This design comes from an exercise in tuning for small area, a short achievable clock period and few clock cycles on the open sky130 flow, not from production work.
Where RTL was checked, it was by simulation tests only, not by an equivalence proof against the original.
No driver is modelled on the clock port, so clock power and skew are understated where the tree is cut down; a real chip needs a root buffer or a tree.
Power and IR drop assume default switching activity.

==> flow/design.v <==
`timescale 1ns / 1ps
`default_nettype none
module rx_packet_handler #(
	parameter DATA_WIDTH = 128,
	parameter DEBUG_EN = 0
	)(
	input  wire                    axi_clk,
	input  wire                    axi_aresetn,
	output wire [63:0]             m_axis_eth_tdata,
	output wire [7:0]              m_axis_eth_tuser,
	output wire                    m_axis_eth_tlast,
	output wire [7:0]              m_axis_eth_tkeep,
	output wire                    m_axis_eth_tvalid,
	input  wire                    m_axis_eth_tready,
	output wire [31:0]             addr_o,
	input  wire [DATA_WIDTH-1:0]   data_i,
	output wire                    en_o,
	output wire                    rst_o,
	output wire [DATA_WIDTH/8-1:0] wea_o,
	output wire                    wren_o,
	input  wire [31:0]             pkt_addr_i,
	input  wire [15:0]             pkt_len_i,
	input  wire                    pkt_addr_v_i,
	output wire                    pkt_ack_o
	);
reg        valid;       
reg  [3:0] sel_lo;      
reg  [3:0] sel_hi;      
reg        beat_end;    
reg        tlast;       
reg        line_last;   
reg  [2:0] last_kept;   
reg  [6:0] line;        
reg        first;       
reg        ack_late;    
reg        ack_next;    
reg        last_cmp;    
reg        rd_idle;     
reg        rd_end;      
reg        ack_now;     
reg        ack_end;     
wire [11:0] len       = pkt_len_i[11:0];           
wire        len_z     = len[3:0] == 4'd0;           
wire        last_two  = len_z | (len[3:0] > 4'd8);  
wire        one_line  = len <= 12'd16;
wire        two_lines = ~one_line & (len <= 12'd32);
wire ready   = m_axis_eth_tready;
wire free    = rd_idle | (ready & rd_end);
wire rd      = pkt_addr_v_i & free;
wire ack     = ack_now | (ready & ack_end);
wire rd_last = ack_next | (first & one_line);
wire next_last = ({1'b0, line} + 8'd1 == len[11:4]) |
                 (len_z & ({1'b0, line} + 8'd2 == len[11:4]));
wire valid_n    = rd | (valid & ~(ready & beat_end));
wire beat_end_n = rd ? rd_last & ~last_two : (ready | beat_end);
wire rd_end_n   = rd ? ack_next & ~last_two : (ready | beat_end);
wire ack_late_n = rd & first & one_line;
wire ack_next_n = rd ? (first ? two_lines : ~ack_next & last_cmp) : ack_next;
wire rd_idle_n  = ~valid_n & ~ack_late_n;
always @(posedge axi_clk) begin
	if (~axi_aresetn) begin
		valid    <= 1'b0;
		line     <= 7'd0;
		first    <= 1'b1;
		ack_late <= 1'b0;
		ack_next <= 1'b0;
		rd_idle  <= 1'b1;
		ack_now  <= 1'b0;
		ack_end  <= 1'b0;
	end else begin
		valid    <= valid_n;
		ack_late <= ack_late_n;
		ack_next <= ack_next_n;
		rd_idle  <= rd_idle_n;
		ack_now  <= ack_late_n | (ack_next_n & rd_idle_n);
		ack_end  <= ack_next_n & rd_end_n;
		if (ack) begin
			line  <= 7'd0;
			first <= 1'b1;
		end else if (rd) begin
			line  <= line + 7'd1;
			first <= 1'b0;
		end
	end
end
always @(posedge axi_clk) begin
	last_cmp <= next_last;
	beat_end <= beat_end_n;
	rd_end   <= rd_end_n;
	if (free) begin
		sel_lo     <= 4'b1111;
		sel_hi     <= 4'b0000;
		tlast      <= rd_last & ~last_two;
		line_last  <= rd_last;
		last_kept  <= len[2:0] - 3'd1;
	end else if (ready) begin
		sel_lo[0]  <= 1'b0;
		sel_hi[0]  <= 1'b1;
		tlast      <= line_last;
	end
	if (~free & ready & valid) begin
		sel_lo[1]  <= 1'b0;
		sel_hi[1]  <= 1'b1;
	end
	if (~free & ready & ~beat_end) begin
		sel_lo[2]  <= 1'b0;
		sel_hi[2]  <= 1'b1;
	end
	if (~free & ready & valid & ~beat_end) begin
		sel_lo[3]  <= 1'b0;
		sel_hi[3]  <= 1'b1;
	end
end
genvar i;
generate
	for (i = 0; i < 64; i = i + 1) begin : g_tdata
		assign m_axis_eth_tdata[i] = (sel_lo[i/16] & data_i[i]) | (sel_hi[i/16] & data_i[64+i]);
	end
	for (i = 0; i < 8; i = i + 1) begin : g_tkeep
		assign m_axis_eth_tkeep[i] = ~tlast | (last_kept >= i);
	end
endgenerate
assign m_axis_eth_tuser  = 8'h00;
assign m_axis_eth_tlast  = tlast;
assign m_axis_eth_tvalid = valid;
assign addr_o    = {15'd0, pkt_addr_i[16:11], line, 4'h0};
assign en_o      = free;
assign rst_o     = 1'b0;
assign wea_o     = {(DATA_WIDTH/8){1'b0}};
assign wren_o    = 1'b0;
assign pkt_ack_o = ack;
endmodule
`default_nettype wire
Settings: LEC_CHECK=0, CAP_MARGIN=20, CORE_AREA=4 4 104 104, CTS_BUF_LIST=sky130_fd_sc_hd__clkbuf_8 sky130_fd_sc_hd__clkbuf_16, CTS_CLUSTER_DIAMETER=500, CTS_CLUSTER_SIZE=100, DIE_AREA=0 0 108 108, SETUP_SLACK_MARGIN=1.1, SLEW_MARGIN=20; clock period 3.0 ns.
standard.sh (not shown) runs the stock make flow with config.mk's settings and CLKGATE_MAP_FILE= SYNTH_SCRIPT=/design/flow/synth_recipe.tcl, a recipe that flattens the netlist after the stock synthesis.
==> flow/flow/run.sh <==
#!/bin/bash
# Own layout flow: the standard flow (standard synthesis unchanged) with
# these changes:
# - the port buffers are the smallest buffer (buf_1) instead of the delay cell
#   buffer_ports picks by default; repair may still size them up;
# - one tie cell per constant value;
# - after CTS, the clock tree is cut down to a single buffer (flow/post_cts.tcl).
set -euo pipefail
here=$(pwd)
bash standard.sh \
  "BUFFER_PORTS_ARGS=-buffer_cell sky130_fd_sc_hd__buf_1" \
  "SKIP_REPAIR_TIE_FANOUT=1" \
  "POST_CTS_TCL=$here/flow/post_cts.tcl" \
  finish > flow_make.log 2>&1
Other scripts of this flow, unchanged in this note and not shown: flow/flow/post_cts.tcl
Then changed:
--- a/flow/design.v
+++ b/flow/design.v
@@ -27,10 +27,11 @@
 reg  [3:0] sel_lo;      
 reg  [3:0] sel_hi;      
 reg        beat_end;    
 reg        tlast;       
+reg        tpart;       
 reg        line_last;   
-reg  [2:0] last_kept;   
+reg  [2:0] last_nkeep;  
 reg  [6:0] line;        
 reg        first;       
 reg        ack_late;    
 reg        ack_next;    
@@ -43,8 +44,9 @@
 wire        len_z     = len[3:0] == 4'd0;           
 wire        last_two  = len_z | (len[3:0] > 4'd8);  
 wire        one_line  = len <= 12'd16;
 wire        two_lines = ~one_line & (len <= 12'd32);
+wire [2:0]  last_keep = ~last_nkeep;
 wire ready   = m_axis_eth_tready;
 wire free    = rd_idle | (ready & rd_end);
 wire rd      = pkt_addr_v_i & free;
 wire ack     = ack_now | (ready & ack_end);
@@ -86,28 +88,30 @@
 always @(posedge axi_clk) begin
 	last_cmp <= next_last;
 	beat_end <= beat_end_n;
 	rd_end   <= rd_end_n;
-	if (free) begin
+	if (rd) begin
 		sel_lo     <= 4'b1111;
 		sel_hi     <= 4'b0000;
 		tlast      <= rd_last & ~last_two;
+		tpart      <= rd_last & ~last_two & (len[2:0] != 3'd0);
 		line_last  <= rd_last;
-		last_kept  <= len[2:0] - 3'd1;
+		last_nkeep <= ~len[2:0];
 	end else if (ready) begin
 		sel_lo[0]  <= 1'b0;
 		sel_hi[0]  <= 1'b1;
 		tlast      <= line_last;
+		tpart      <= line_last & (last_nkeep != 3'd7);
 	end
-	if (~free & ready & valid) begin
+	if (~rd & ready & valid) begin
 		sel_lo[1]  <= 1'b0;
 		sel_hi[1]  <= 1'b1;
 	end
-	if (~free & ready & ~beat_end) begin
+	if (~rd & ready & ~beat_end) begin
 		sel_lo[2]  <= 1'b0;
 		sel_hi[2]  <= 1'b1;
 	end
-	if (~free & ready & valid & ~beat_end) begin
+	if (~rd & ready & valid & ~beat_end) begin
 		sel_lo[3]  <= 1'b0;
 		sel_hi[3]  <= 1'b1;
 	end
 end
@@ -116,9 +120,9 @@
 	for (i = 0; i < 64; i = i + 1) begin : g_tdata
 		assign m_axis_eth_tdata[i] = (sel_lo[i/16] & data_i[i]) | (sel_hi[i/16] & data_i[64+i]);
 	end
 	for (i = 0; i < 8; i = i + 1) begin : g_tkeep
-		assign m_axis_eth_tkeep[i] = ~tlast | (last_kept >= i);
+		assign m_axis_eth_tkeep[i] = ~tpart | (last_keep > i);
 	end
 endgenerate
 assign m_axis_eth_tuser  = 8'h00;
 assign m_axis_eth_tlast  = tlast;
After rerunning:
- The new run produced a clean layout
- clock skew barely changes
- combinational power rises by 16%
- routed wire length rises by 7.6%
- synthesized cell count rises by 2.3%
- area after synthesis rises by 3.4%
- clock power barely changes
- power rises by 11%
- cell count falls by 1.6%
- sequential share of layout area rises by 1.4 points
- via count rises by 0.57%
Testbench counts after the change, summed over its fixed seeds: cycles 108,353.
For the first run of this note, only the layout was checked, not whether the RTL still works.

* * *

Another version of the RTL of rx_packet_handler (not shown whole).
Size in the first run: roughly 300 cells after synthesis, ~310 I/O pins, about 2400 µm² of cells after synthesis.
==> module rx_packet_handler, before the edit <==
module rx_packet_handler #(
	parameter DATA_WIDTH = 128,
	parameter DEBUG_EN = 0
	)(
	input  wire                    axi_clk,
	input  wire                    axi_aresetn,
	output wire [63:0]             m_axis_eth_tdata,
	output wire [7:0]              m_axis_eth_tuser,
	output wire                    m_axis_eth_tlast,
	output wire [7:0]              m_axis_eth_tkeep,
	output wire                    m_axis_eth_tvalid,
	input  wire                    m_axis_eth_tready,
	output wire [31:0]             addr_o,
	input  wire [DATA_WIDTH-1:0]   data_i,
	output wire                    en_o,
	output wire                    rst_o,
	output wire [DATA_WIDTH/8-1:0] wea_o,
	output wire                    wren_o,
	input  wire [31:0]             pkt_addr_i,
	input  wire [15:0]             pkt_len_i,
	input  wire                    pkt_addr_v_i,
	output wire                    pkt_ack_o
	);
reg        valid;       
reg  [1:0] sel_lo;      
reg  [1:0] sel_hi;      
reg        beat_end;    
reg        tlast;       
reg        line_last;   
reg  [2:0] last_nkeep;  
reg        tpart;       
reg        ack_late;    
reg  [6:0] line;        
reg        first;       
reg        ack_next;    
reg        rd_idle;     
reg        rd_end;      
wire [11:0] len      = pkt_len_i[11:0];           
wire        len_z    = len[3:0] == 4'd0;           
wire        last_two = len_z | (len[3:0] > 4'd8);  
wire        one_line = len <= 12'd16;
wire [2:0] last_keep = ~last_nkeep;
wire rd      = pkt_addr_v_i & (rd_idle | (m_axis_eth_tready & rd_end));
wire rd_last = ack_next | (first & one_line);
wire next_last = ({1'b0, line} + 8'd1 == len[11:4]) |
                 (len_z & ({1'b0, line} + 8'd2 == len[11:4]));
wire valid_n    = rd | (valid & ~(m_axis_eth_tready & beat_end));
wire beat_end_n = rd ? rd_last & ~last_two : (m_axis_eth_tready | beat_end);
wire rd_end_n   = rd ? ack_next & ~last_two : (m_axis_eth_tready | beat_end);
wire ack_late_n = rd & first & one_line;
always @(posedge axi_clk) begin
	if (~axi_aresetn) begin
		valid    <= 1'b0;
		ack_late <= 1'b0;
		ack_next <= 1'b0;
		line     <= 7'd0;
		first    <= 1'b1;
		rd_idle  <= 1'b1;
	end else begin
		valid    <= valid_n;
		ack_late <= ack_late_n;
		rd_idle  <= ~valid_n & ~ack_late_n;
		if (rd) begin
			line     <= rd_last ? 7'd0 : line + 7'd1;
			first    <= rd_last;
			ack_next <= ~rd_last & next_last;
		end
	end
end
always @(posedge axi_clk) begin
	beat_end <= beat_end_n;
	rd_end   <= rd_end_n;
	if (rd) begin
		sel_lo     <= 2'b11;
		sel_hi     <= 2'b00;
		tlast      <= rd_last & ~last_two;
		tpart      <= rd_last & ~last_two & (len[2:0] != 3'd0);
		line_last  <= rd_last;
		last_nkeep <= ~len[2:0];
	end else if (m_axis_eth_tready) begin
		sel_lo[0]  <= 1'b0;
		sel_hi[0]  <= 1'b1;
		tlast      <= line_last;
		tpart      <= line_last & (last_nkeep != 3'd7);
	end
	if (~rd & m_axis_eth_tready & valid) begin
		sel_lo[1] <= 1'b0;
		sel_hi[1] <= 1'b1;
	end
end
genvar i;
generate
	for (i = 0; i < 64; i = i + 1) begin : g_tdata
		assign m_axis_eth_tdata[i] = (sel_lo[i/32] & data_i[i]) | (sel_hi[i/32] & data_i[64+i]);
	end
	for (i = 0; i < 8; i = i + 1) begin : g_tkeep
		assign m_axis_eth_tkeep[i] = ~tpart | (last_keep > i);
	end
endgenerate
assign m_axis_eth_tuser  = 8'h00;
assign m_axis_eth_tlast  = tlast;
assign m_axis_eth_tvalid = valid;
assign addr_o    = {15'd0, pkt_addr_i[16:11], line, 4'h0};
assign en_o      = rd;
assign rst_o     = 1'b0;
assign wea_o     = {(DATA_WIDTH/8){1'b0}};
assign wren_o    = 1'b0;
assign pkt_ack_o = ack_late | (rd & ack_next);
endmodule
Settings: LEC_CHECK=0, CAP_MARGIN=20, CORE_AREA=4 4 104 104, CTS_BUF_LIST=sky130_fd_sc_hd__clkbuf_8 sky130_fd_sc_hd__clkbuf_16, CTS_CLUSTER_DIAMETER=500, CTS_CLUSTER_SIZE=100, DIE_AREA=0 0 108 108, SETUP_SLACK_MARGIN=1.1, SLEW_MARGIN=20; clock period 3.0 ns.
==> flow/flow/post_cts.tcl <==
# Run after clock_tree_synthesis (ORFS POST_CTS_TCL hook). The design has only
# a few flip-flops, so the two-level tree CTS builds is replaced by its root
# buffer alone, sized up, driving every clock sink; the clock port still
# drives just that one buffer. The dummy load CTS added goes too.
set block [ord::get_db_block]
set port_net [$block findNet axi_clk]
set root ""
foreach it [$port_net getITerms] {
  if {$root ne ""} { error "clock port drives more than one cell" }
  set root [$it getInst]
}
set root_out ""
foreach it [$root getITerms] {
  if {[$it isOutputSignal]} { set root_out [$it getNet] }
}
set drop_insts {}
set drop_nets {}
foreach it [$root_out getITerms] {
  set inst [$it getInst]
  if {$inst eq $root} { continue }
  set master [[$inst getMaster] getName]
  if {![string match sky130_fd_sc_hd__clkbuf_* $master]} { continue }
  foreach jt [$inst getITerms] {
    if {[$jt isOutputSignal]} {
      set net [$jt getNet]
      foreach kt [$net getITerms] {
        if {[$kt getInst] eq $inst} { continue }
        set load [$kt getInst]
        if {[string match clkload* [$load getName]]} {
          lappend drop_insts $load
          continue
        }
        $kt disconnect
        $kt connect $root_out
      }
      lappend drop_nets $net
    }
  }
  lappend drop_insts $inst
}
foreach inst $drop_insts {
  puts "post_cts: removing [$inst getName]"
  odb::dbInst_destroy $inst
}
foreach net $drop_nets {
  if {[llength [$net getITerms]] == 0} { odb::dbNet_destroy $net }
}
set db [ord::get_db]
$root swapMaster [$db findMaster sky130_fd_sc_hd__clkbuf_16]
puts "post_cts: [$root getName] now drives [llength [$root_out getITerms]] pins"
detailed_placement
estimate_parasitics -placement
report_clock_min_period
Scripts as last shown in full above: flow/flow/run.sh
Then changed:
--- a/flow/design.v
+++ b/flow/design.v
@@ -43,10 +43,10 @@
 wire        one_line = len <= 12'd16;
 wire [2:0] last_keep = ~last_nkeep;
 wire rd      = pkt_addr_v_i & (rd_idle | (m_axis_eth_tready & rd_end));
 wire rd_last = ack_next | (first & one_line);
-wire next_last = ({1'b0, line} + 8'd1 == len[11:4]) |
-                 (len_z & ({1'b0, line} + 8'd2 == len[11:4]));
+wire next_last = len_z ? {1'b0, line} + 8'd2 == len[11:4]
+                       : {1'b0, line} + 8'd1 == len[11:4];
 wire valid_n    = rd | (valid & ~(m_axis_eth_tready & beat_end));
 wire beat_end_n = rd ? rd_last & ~last_two : (m_axis_eth_tready | beat_end);
 wire rd_end_n   = rd ? ack_next & ~last_two : (m_axis_eth_tready | beat_end);
 wire ack_late_n = rd & first & one_line;
Effect: Setup slack got worse by 99 ps. Die area stays the same. Area after synthesis falls by 0.79%. Via count is about the same. Critical path depth stays the same. Maximum frequency went down by 4.8%. First-iteration DRC count increases by 25%. Clock power climbs by about 3%. Hold slack is worse by 4.7 ps. Power climbs by 2.5%. Core utilization is higher by 0.68 points.
No functional check of the RTL was part of any run of this note.

* * *

## run 1
rx_packet_handler, a different RTL version from the one above (not shown whole).
Size: roughly 30 flip-flops, ~310 I/O pins, about 2600 sq um of cells after synthesis.
==> flow/design.v (excerpt) <==
module rx_packet_handler #(
	parameter DATA_WIDTH = 128,
	parameter DEBUG_EN = 0
	)(
	input  wire                    axi_clk,
	input  wire                    axi_aresetn,
	output wire [63:0]             m_axis_eth_tdata,
	output wire [7:0]              m_axis_eth_tuser,
	output wire                    m_axis_eth_tlast,
	output wire [7:0]              m_axis_eth_tkeep,
	output wire                    m_axis_eth_tvalid,
	input  wire                    m_axis_eth_tready,
	output wire [31:0]             addr_o,
	input  wire [DATA_WIDTH-1:0]   data_i,
	output wire                    en_o,
	output wire                    rst_o,
	output wire [DATA_WIDTH/8-1:0] wea_o,
	output wire                    wren_o,
	input  wire [31:0]             pkt_addr_i,
	input  wire [15:0]             pkt_len_i,
	input  wire                    pkt_addr_v_i,
	output wire                    pkt_ack_o
	);
reg        valid;       
reg  [3:0] sel_lo;      
reg  [3:0] sel_hi;      
reg        beat_end;    
reg        tlast;       
reg        tpart;       
reg        line_last;   
reg  [2:0] last_nkeep;  
reg  [6:0] line;        
reg        first;       
reg        ack_late;    
reg        ack_next;    
reg        last_cmp;    
reg        rd_idle;     
reg        rd_end;      
reg        ack_now;     
reg        ack_end;     
wire [11:0] len       = pkt_len_i[11:0];           
  ...
==> module rx_packet_handler, before the edit <==
module rx_packet_handler #(
	parameter DATA_WIDTH = 128,
	parameter DEBUG_EN = 0
	)(
	input  wire                    axi_clk,
	input  wire                    axi_aresetn,
	output wire [63:0]             m_axis_eth_tdata,
	output wire [7:0]              m_axis_eth_tuser,
	output wire                    m_axis_eth_tlast,
	output wire [7:0]              m_axis_eth_tkeep,
	output wire                    m_axis_eth_tvalid,
	input  wire                    m_axis_eth_tready,
	output wire [31:0]             addr_o,
	input  wire [DATA_WIDTH-1:0]   data_i,
	output wire                    en_o,
	output wire                    rst_o,
	output wire [DATA_WIDTH/8-1:0] wea_o,
	output wire                    wren_o,
	input  wire [31:0]             pkt_addr_i,
	input  wire [15:0]             pkt_len_i,
	input  wire                    pkt_addr_v_i,
	output wire                    pkt_ack_o
	);
reg        valid;       
reg  [3:0] sel_lo;      
reg  [3:0] sel_hi;      
reg        beat_end;    
reg        tlast;       
reg        tpart;       
reg        line_last;   
reg  [2:0] last_nkeep;  
reg  [6:0] line;        
reg        first;       
reg        ack_late;    
reg        ack_next;    
reg        last_cmp;    
reg        rd_idle;     
reg        rd_end;      
reg        ack_now;     
reg        ack_end;     
wire [11:0] len       = pkt_len_i[11:0];           
wire        len_z     = len[3:0] == 4'd0;           
wire        last_two  = len_z | (len[3:0] > 4'd8);  
wire        one_line  = len <= 12'd16;
wire        two_lines = ~one_line & (len <= 12'd32);
wire [2:0]  last_keep = ~last_nkeep;
wire ready   = m_axis_eth_tready;
wire free    = rd_idle | (ready & rd_end);
wire rd      = pkt_addr_v_i & free;
wire ack     = ack_now | (ready & ack_end);
wire rd_last = ack_next | (first & one_line);
wire next_last = ({1'b0, line} + 8'd1 == len[11:4]) |
                 (len_z & ({1'b0, line} + 8'd2 == len[11:4]));
wire valid_n    = rd | (valid & ~(ready & beat_end));
wire beat_end_n = rd ? rd_last & ~last_two : (ready | beat_end);
wire rd_end_n   = rd ? ack_next & ~last_two : (ready | beat_end);
wire ack_late_n = rd & first & one_line;
wire ack_next_n = rd ? (first ? two_lines : ~ack_next & last_cmp) : ack_next;
wire rd_idle_n  = ~rd & (~valid | (ready & beat_end));
always @(posedge axi_clk) begin
	if (~axi_aresetn) begin
		valid    <= 1'b0;
		line     <= 7'd0;
		first    <= 1'b1;
		ack_late <= 1'b0;
		ack_next <= 1'b0;
		rd_idle  <= 1'b1;
		ack_now  <= 1'b0;
		ack_end  <= 1'b0;
	end else begin
		valid    <= valid_n;
		ack_late <= ack_late_n;
		ack_next <= ack_next_n;
		rd_idle  <= rd_idle_n;
		ack_now  <= rd ? first & one_line : ack_next & rd_idle_n;
		ack_end  <= ~rd & ack_next & (ready | beat_end);
		if (ack) begin
			line  <= 7'd0;
			first <= 1'b1;
		end else if (rd) begin
			line  <= line + 7'd1;
			first <= 1'b0;
		end
	end
end
always @(posedge axi_clk) begin
	last_cmp <= next_last;
	beat_end <= beat_end_n;
	rd_end   <= rd_end_n;
	if (rd) begin
		sel_lo     <= 4'b1111;
		sel_hi     <= 4'b0000;
		tlast      <= rd_last & ~last_two;
		tpart      <= rd_last & ~last_two & (len[2:0] != 3'd0);
		line_last  <= rd_last;
		last_nkeep <= ~len[2:0];
	end else if (ready) begin
		sel_lo[0]  <= 1'b0;
		sel_hi[0]  <= 1'b1;
		tlast      <= line_last;
		tpart      <= line_last & (last_nkeep != 3'd7);
	end
	if (~rd & ready & valid) begin
		sel_lo[1]  <= 1'b0;
		sel_hi[1]  <= 1'b1;
	end
	if (~rd & ready & ~beat_end) begin
		sel_lo[2]  <= 1'b0;
		sel_hi[2]  <= 1'b1;
	end
	if (~rd & ready & valid & ~beat_end) begin
		sel_lo[3]  <= 1'b0;
		sel_hi[3]  <= 1'b1;
	end
end
genvar i;
generate
	for (i = 0; i < 64; i = i + 1) begin : g_tdata
		assign m_axis_eth_tdata[i] = (sel_lo[i/16] & data_i[i]) | (sel_hi[i/16] & data_i[64+i]);
	end
	for (i = 0; i < 8; i = i + 1) begin : g_tkeep
		assign m_axis_eth_tkeep[i] = ~tpart | (last_keep > i);
	end
endgenerate
assign m_axis_eth_tuser  = 8'h00;
assign m_axis_eth_tlast  = tlast;
assign m_axis_eth_tvalid = valid;
assign addr_o    = {15'd0, pkt_addr_i[16:11], line, 4'h0};
assign en_o      = free;
assign rst_o     = 1'b0;
assign wea_o     = {(DATA_WIDTH/8){1'b0}};
assign wren_o    = 1'b0;
assign pkt_ack_o = ack;
endmodule
clock: 3.0 ns
lec_check: 0
cap_margin: 20
core_area: 4 4 104 104
cts_buf_list: sky130_fd_sc_hd__clkbuf_8 sky130_fd_sc_hd__clkbuf_16
cts_cluster_diameter: 500
cts_cluster_size: 100
die_area: 0 0 108 108
setup_slack_margin: 1.3
slew_margin: 20
==> flow/flow/post_cts.tcl <==
# Run after clock_tree_synthesis (ORFS POST_CTS_TCL hook). The design has only
# a few flip-flops, so the two-level tree CTS builds is replaced by its root
# buffer alone, sized up, driving every clock sink; the clock port still
# drives just that one buffer. The dummy load CTS added goes too.
set block [ord::get_db_block]
set port_net [$block findNet axi_clk]
set root ""
foreach it [$port_net getITerms] {
  if {$root ne ""} { error "clock port drives more than one cell" }
  set root [$it getInst]
}
set root_out ""
foreach it [$root getITerms] {
  if {[$it isOutputSignal]} { set root_out [$it getNet] }
}
set drop_insts {}
set drop_nets {}
foreach it [$root_out getITerms] {
  set inst [$it getInst]
  if {$inst eq $root} { continue }
  set master [[$inst getMaster] getName]
  if {![string match sky130_fd_sc_hd__clkbuf_* $master]} { continue }
  foreach jt [$inst getITerms] {
    if {[$jt isOutputSignal]} {
      set net [$jt getNet]
      foreach kt [$net getITerms] {
        if {[$kt getInst] eq $inst} { continue }
        set load [$kt getInst]
        if {[string match clkload* [$load getName]]} {
          lappend drop_insts $load
          continue
        }
        $kt disconnect
        $kt connect $root_out
      }
      lappend drop_nets $net
    }
  }
  lappend drop_insts $inst
}
foreach inst $drop_insts {
  puts "post_cts: removing [$inst getName]"
  odb::dbInst_destroy $inst
}
foreach net $drop_nets {
  if {[llength [$net getITerms]] == 0} { odb::dbNet_destroy $net }
}
# The root net carries CTS's non-default (wide spacing) rule; as the only
# clock net it now reaches every sink, so give it the default rule, as CTS
# gives its leaf nets.
if {[$root_out getNonDefaultRule] ne "NULL"} {
  $root_out setNonDefaultRule NULL
  puts "post_cts: cleared the non-default rule of [$root_out getName]"
}
set db [ord::get_db]
$root swapMaster [$db findMaster sky130_fd_sc_hd__clkbuf_16]
puts "post_cts: [$root getName] now drives [llength [$root_out getITerms]] pins"
detailed_placement
estimate_parasitics -placement
report_clock_min_period
Scripts as last shown in full above: flow/flow/run.sh
Run 1 closes out successfully: all stages finished, all timing, DRC and antenna checks passed.
The following lists how run 2 was set up differently from run 1:
diff --git a/flow/design.v b/flow/design.v
--- a/flow/design.v
+++ b/flow/design.v
@@ -33,5 +33,4 @@
 reg  [2:0] last_nkeep;  
 reg  [6:0] line;        
-reg        first;       
 reg        ack_late;    
 reg        ack_next;    
@@ -48,4 +47,5 @@
 wire [2:0]  last_keep = ~last_nkeep;
 wire ready   = m_axis_eth_tready;
+wire first   = line == 7'd0;
 wire free    = rd_idle | (ready & rd_end);
 wire rd      = pkt_addr_v_i & free;
@@ -59,10 +59,9 @@
 wire ack_late_n = rd & first & one_line;
 wire ack_next_n = rd ? (first ? two_lines : ~ack_next & last_cmp) : ack_next;
-wire rd_idle_n  = ~rd & (~valid | (ready & beat_end));
+wire rd_idle_n  = ~valid_n & ~ack_late_n;
 always @(posedge axi_clk) begin
 	if (~axi_aresetn) begin
 		valid    <= 1'b0;
 		line     <= 7'd0;
-		first    <= 1'b1;
 		ack_late <= 1'b0;
 		ack_next <= 1'b0;
@@ -75,13 +74,10 @@
 		ack_next <= ack_next_n;
 		rd_idle  <= rd_idle_n;
-		ack_now  <= rd ? first & one_line : ack_next & rd_idle_n;
-		ack_end  <= ~rd & ack_next & (ready | beat_end);
-		if (ack) begin
-			line  <= 7'd0;
-			first <= 1'b1;
-		end else if (rd) begin
-			line  <= line + 7'd1;
-			first <= 1'b0;
-		end
+		ack_now  <= ack_late_n | (ack_next_n & rd_idle_n);
+		ack_end  <= ack_next_n & rd_end_n;
+		if (ack)
+			line <= 7'd0;
+		else if (rd)
+			line <= line + 7'd1;
 	end
 end
==> comparison <==
Row wire length on met2: run 2 lower / run 1 higher. Comparing run 1 with run 2, the die area came out essentially unchanged. Changes observed in run 2 relative to run 1: sequential cell count fell by 1, count of buffers not belonging to the clock network in the layout has increased. Sequential cell fraction of total power came out higher on run 2 than on run 1. Changes observed in run 2 relative to run 1: end-of-flow core utilization now larger, weighted congestion reported at the end of routability-driven placement now smaller, final critical-path share of the clock period now smaller, number of gates on the worst path with buffers counted now larger. Run 2 and run 1 ended up with nearly the same share of final layout cell area taken by clock buffers and inverters. Run 2 vs run 1 on number of global-route vias before repair: run 2 is the higher one.
No run of this note included a check of the RTL's function; only the layout flow was run.

[static timing again, ports no longer ideal]
In the flow no input, the clock included, has a driving cell. The finished layouts below were timed again as built, in two steps.
Step 1: set_driving_cell puts a clkbuf_16 on axi_clk and a buf_2 on each other input, an assumption about the parent block.
Step 2, shift: input delay + t, output delay - t, t = (earliest + latest rising clock arrival at the registers) / 2. This alone moves slack from input paths to output paths.
a / b / c = ideal ports / drivers / drivers and shift; a / b = the first two.
run | t, ns | setup slack, ns | worst setup path at the end | slew at the worst register clock pin (ns)
the first run of note 1 | 0.196 | 1.066 / 1.025 / 1.025 | input to output | 0.11 / 0.11
the second run of note 1 | 0.199 | 1.214 / 1.183 / 1.023 | input to register | 0.11 / 0.11
the first run of note 2 | 0.189 | 1.049 / 1.029 / 0.860 | input to register | 0.09 / 0.09
the second run of note 2 | 0.188 | 0.950 / 0.931 / 0.743 | input to register | 0.10 / 0.10
run 1 | 0.199 | 0.953 / 0.951 / 0.752 | input to register | 0.11 / 0.11
run 2 | 0.192 | 1.229 / 1.203 / 1.011 | input to register | 0.11 / 0.11
After both steps setup and hold are still met in every run listed. The setup slack of run 2, which loses most, moves by -0.026 ns with the drivers and by -0.218 ns with both steps.
